From an optimization exercise on the open Yosys and OpenROAD flow, aimed at small area; shortcuts taken in it are not production practice.
The RTL was checked by simulation tests, not by an equivalence proof against the original design.
Power and IR drop assume default switching activity.

### run.sh
#!/bin/bash
# synth_recipe.tcl (not shown) runs the flow's synth.tcl, then flattens the netlist and writes it again
# the make line also repeats each setting of config.mk as NAME=value (left out here)
make -C /OpenROAD-flow-scripts/flow DESIGN_CONFIG=/design/flow/config.mk WORK_HOME=/design/flow/orfs CLKGATE_MAP_FILE= SYNTH_SCRIPT=/design/flow/synth_recipe.tcl finish
### config.mk
export PLATFORM = sky130hd
export DESIGN_NAME = ALU_8_BIT
export DESIGN_NICKNAME = ALU_8_BIT
export VERILOG_FILES = /design/flow/design.v
export SDC_FILE = /design/flow/constraint.sdc
export NUM_CORES = 4
export LEC_CHECK = 0
export CAP_MARGIN = 20
export CORE_MARGIN = 2
export CORE_UTILIZATION = 40
export SLEW_MARGIN = 20
### constraint.sdc
create_clock -name core_clock -period 40.0 [get_ports {in_clk}]
set_input_delay 8.0000 -clock core_clock [delete_from_list [all_inputs] [get_ports {in_clk}]]
set_output_delay 8.0000 -clock core_clock [all_outputs]
set_load 0.01 [all_outputs]
### design.v
module ALU_8_BIT (
    input in_clk,
    input in_wdt_rst,
    input [4:0] alu_sel,
    input signed [7:0] in_1,  
    input signed [7:0] in_2,  
    input in_carry,
    output reg signed [7:0] out_alu,  
    output reg zero_flag,
    output reg sign_flag,
    output reg parity_flag,
    output reg overflow_flag,
    output reg carry_flag,
    output reg Auxiliary_Carry_flag
);
parameter in_clock_frequency = 5_000_000;  
parameter wdt_timeout_period = 10_000;      
parameter max_count_value = (in_clock_frequency / 1_000_000) * wdt_timeout_period;  
reg [31:0] count_value;
reg out_alu_rst;
reg signed [7:0] Accumulator_reg;  
always @(posedge in_clk or posedge in_wdt_rst)
begin
    if (in_wdt_rst) begin
        count_value <= 32'b0;
        out_alu_rst <= 1'b0;
    end else if (count_value >= max_count_value) begin
        out_alu_rst <= 1'b1;
        count_value <= 32'b0;
    end else begin
        count_value <= count_value + 1;
    end
end
always @(*)
begin
    Accumulator_reg = 8'b0;
    if (out_alu_rst == 1'b0) begin
        case (alu_sel)
            5'b00000: Accumulator_reg = in_1 + in_2;                 
            5'b00001: Accumulator_reg = in_1 + in_2 + in_carry;      
            5'b00010: Accumulator_reg = in_1 - in_2;                 
            5'b00011: Accumulator_reg = in_1 * in_2;                 
            5'b00100: Accumulator_reg = (in_2 == 8'sd0) ? -8'sd1 : in_1 / in_2;  
            5'b00101: Accumulator_reg = (in_2 == 8'sd0) ? in_1 : in_1 % in_2;    
            5'b00110: Accumulator_reg = in_1 & in_2;                 
            5'b00111: Accumulator_reg = in_1 | in_2;                 
            5'b01000: Accumulator_reg = in_1 ^ in_2;                 
            5'b01001: Accumulator_reg = ~(in_1 | in_2);              
            5'b01100: Accumulator_reg = in_1 << in_2;                
            5'b01101: Accumulator_reg = in_1 >> in_2;                
            5'b01110: Accumulator_reg = in_1 >>> in_2;               
            5'b01111: Accumulator_reg = (in_1 == in_2) ? 1 : 0;      
            5'b10000: Accumulator_reg = (in_1 < in_2) ? 1 : 0;       
            5'b10001: Accumulator_reg = (in_1 > in_2) ? 1 : 0;       
            5'b10010: Accumulator_reg = (in_1 <= in_2) ? 1 : 0;      
            5'b10011: Accumulator_reg = (in_1 >= in_2) ? 1 : 0;      
            5'b10100: Accumulator_reg = ~in_1;                       
            5'b10101: Accumulator_reg = in_1;                        
            5'b10110: Accumulator_reg = in_2;                        
            default: Accumulator_reg = 0;                            
        endcase
        out_alu = Accumulator_reg;
      zero_flag = (Accumulator_reg == 8'b0) ? 1'b1 : 1'b0;
      sign_flag = (Accumulator_reg[7] == 1'b1) ? 1'b1 : 1'b0;                        
      parity_flag = ~^Accumulator_reg;                                               
      overflow_flag = (alu_sel == 5'b00000 || alu_sel == 5'b00010) &&                
                      ((in_1[7] == in_2[7]) && (Accumulator_reg[7] != in_1[7]));
      carry_flag = (alu_sel == 5'b00000 || alu_sel == 5'b00010) && 
                   (Accumulator_reg > 8'b1111_1111);                                 
      Auxiliary_Carry_flag = 1'b0;
    end else begin
        zero_flag = 1'b0;
        sign_flag = 1'b0;
        parity_flag = 1'b0;
        carry_flag = 1'b0;
        Auxiliary_Carry_flag = 1'b0;
        overflow_flag = 1'b0;
        out_alu = 8'b0;
    end
end
endmodule
==> summary.txt <==
Floorplanning
  – Initial Utilization: 40.7%
  – Die X: 142 µm
  – Top-level port count: 38
  – Rows: 50
  – Die ar.: 20200 µm²
  – Core ar.: 18700 µm²
  – Die Ht: 142 µm

Placed design
  – Placed cell area: 8140 µm²
  – GPL Wtd Cong: 0.953
  – Pre-CTS setup slack: 6360 ps
  – Port bufs: 35
  – Post-DP HPWL: 19.5 mm

Worst setup path
  – Crit Path Class: in2out
  – Worst path most repeated cell: ha_1
  – Data required time of the critical path: 32000 ps
  – Worst Setup Start Kind: input pin
  – Worst path slowest cell: a31oi_1
  – Max incr delay on CP: 880 ps
  – Worst setup EP type: output port
  – CP top delay family: compound AO/OA/AOI/OAI gates
  – Worst R2R Setup Slack: 38330 ps
  – CP Max Fanout: 27
  – Bufs and invs on worst path: 10
  – CP Data Arrival Time: 26070 ps

Routing
  – Initial DRC Count: 789
  – Detailed Routing Iterations Pass 1: 6
  – Drt total wl: 25.2 mm
  – Antenna Nets Post-Route: 0
  – Via count: 7800
  – Vias per std cell: 6.12
  – Residual DRC: 0
  – Avg WL per Cell: 19.8 µm

Global route
  – GRT Residual Overflow: 0
  – First-pass GRT wire length: 40.5 mm
  – Antenna violations before repair: 0
  – Largest net degree at the start of global routing: 34
  – Vias in the first global route: 7512
  – GRT Total Usage: 25.3%

Clock network
  – CTS root buffer: clkbuf_16
  – Clock Sinks: 33
  – CTS Hold Bufs: 0
  – Worst skew pair latency: 280 ps
  – Resized Gates After CTS: 0
  – Clk buf depth: 2
  – Max H-tree Level: 2
  – CTS tree: yes
  – CTS Buf Count: 5
  – Post-CTS Setup Bufs: 0
  – Clock slew at the register clock pins of the worst setup and hold paths: 50 ps

Yosys
  – Synth Cell Area: 7610 µm²
  – Synth area leader: ha_1
  – Count of mapped cells out of synthesis: 1027
  – Asr flop ratio synth: 100%
  – Top post-synthesis cells by area: ha_1, dfrtp_1, nor2_1
  – Syn avg cell area: 7.41 µm²
  – FF+latch count, synth: 33
  – Synth warn: 1
  – EDFF count, synth: 0
  – Sequential fraction of the synthesis area: 10.8%
  – Synth cell types: 95
  – Post-synth top area share: 14.8%
  – Most used DFF post-synth: dfrtp_1

Flow run
  – Maxcap violations: 0

Final layout
  – Fin nets: 1171
  – Share of cells above drive strength 1: 5.19%
  – Fin area: 8310 µm²
  – Diodes inserted: 0
  – Filler cell count: 1908
  – Storage element area: 826 µm²
  – P&R area growth vs syn: 9.18%
  – Area occupied by multi-input gates: 6360 µm²
  – Commonest cells after routing, fill and taps aside: nor2_1, ha_1, nand2_1
  – Commonest non-fill, non-tap cell in the layout: nor2_1

Power
  – Pleak: 3.48 nW
  – IR drop worst, VDD: 0.0000400 V
  – Power Dens Cells: 39.9 nW/µm²
  – Total Power: 332 µW

Min path
  – Min-delay worst type: reg2reg

STA
  – Final setup vio count: 0
  – Setup ws final: 5930 ps
  – Clk_skew: 1.91 ps
  – Fmax achieved: 29.3 MHz
  – Worst-Margin Slew: 1080 ps
  – Final hold vios: 0
  – Slew Limit Fails: 0
  – RSZ-0062 raised after global routing: no
  – Final period utilization: 85.2%
  – Setup_tns: 0 ps
  – Relative slew slack: 27.4%
  – Min Clock Period, post-route: 34070 ps

Run status
  – Status: complete, no violations
[layer usage]
| metal | global-route usage, % | wire, µm | vias up |
|---|---|---|---|
| met1 | 37.4 | 11700 | 3647 |
| li1 | - | - | 3762 |
| met5 | 0 | 0 | - |
| met4 | 4.84 | 466 | 0 |
| met3 | 4.78 | 2180 | 46 |
| met2 | 38.4 | 10800 | 345 |
[worst paths after layout]
| kind | from | to | cells past startpoint |
|---|---|---|---|
| min in group asynchronous | in_wdt_rst | count_value[26] | 3 |
| min reg2reg | count_value[0] | count_value[0] | 1 |
| max | in_2[0] | parity_flag | 67 |
| min | count_value[0] | count_value[0] | 1 |
| max in group asynchronous | in_wdt_rst | count_value[7] | 3 |
| max reg2reg | count_value[4] | out_alu_rst | 5 |
[power breakdown]
| group | total, mW | internal [mW] | switching [mW] |
|---|---|---|---|
| Clock | 0.0437 | 0.0294 | 0.0143 |
| Sequential | 0.0344 | 0.0342 | 0.000209 |
| Combinational | 0.253 | 0.0989 | 0.155 |
| Total | 0.332 | 0.163 | 0.169 |
[synthesized netlist by cell type (5+ instances only)]
master	n
o211ai_1	12
buf_2	5
o21bai_1	6
and2_1	14
nand3_1	23
or2_2	5
dfrtp_1	33
nand2b_1	10
nor2_1	130
or4_1	5
o21a_1	18
and3_1	8
inv_1	59
nor4_1	17
xnor2_1	51
a211oi_1	11
o21ai_0	46
a31oi_1	14
o22ai_1	9
a21oi_1	70
clkbuf_1	39
a2111oi_0	5
clkinv_1	5
ha_1	90
xor2_1	22
a211o_1	5
a21o_1	13
a22oi_1	18
nand2_1	75
o31ai_1	7
o21ai_1	6
buf_4	5
fa_1	17
nor3_1	33
mux2i_1	13
nand4_1	11
a31o_2	5
nor2b_1	9
or3_1	9
[flip-flops by register name, indices dropped and copies added (netlist names)]
name	flops
out_alu_rst	1
count_value	32
[logic make-up after synthesis]
family,after synthesis,synth area share (%)
buf+inv,121,6.49
flops,33,10.8
fa+ha+maj,107,19.3
compound gates,304,28.3
xor+xnor,73,8.40
simple gates,369,23.6
mux,19,3.04
other cells,1,0.0492
[through the flow]
stage | std cells | utilization [%] | hold WS, ps
final | 1275 | 44.4 | 496
after global routing | 1275 | 44.4 | 510
after CTS | 1275 | 44.4 | 496
after detailed placement | 1267 | 43.5 | 487
after global placement | 1267 | 43.5 | 482
after floorplan | 1044 | - | 455
[cell type report]
class / count / area share, %
Sequential cell: 33 / 9.93
Timing Repair Buffer: 44 / 5.03
Multi-Input combinational cell: 890 / 76.5
Inverter: 66 / 2.98
Clock inverter: 3 / 0.557
Tap cell: 234 / 3.52
Clock buffer: 5 / 1.50

==> port drivers added, routing unchanged <==
The flow's constraints put no driver on any port. The routed layout listed below was extracted and timed again, unchanged, in two steps.
Step 1 assumes that a clkbuf_16 drives the clock port and a buf_2 every other input.
Step 2 times the ports against the registers' clock, not the clock port: input delays grow and output delays shrink by t, the midpoint of the rising clock arrivals with the driver on.
Three values: no drivers, after step 1, after step 2; two values: the first two.
shift t [ns]: 0.305
setup WS [ns]: 5.928 / 5.903 / 5.903
latest minus earliest clock arrival (ns): 0.002 / 0.002
After both steps setup and hold are still met in this run. For this run, drivers alone change the setup slack by -0.025 ns; drivers and shift together by -0.025 ns.
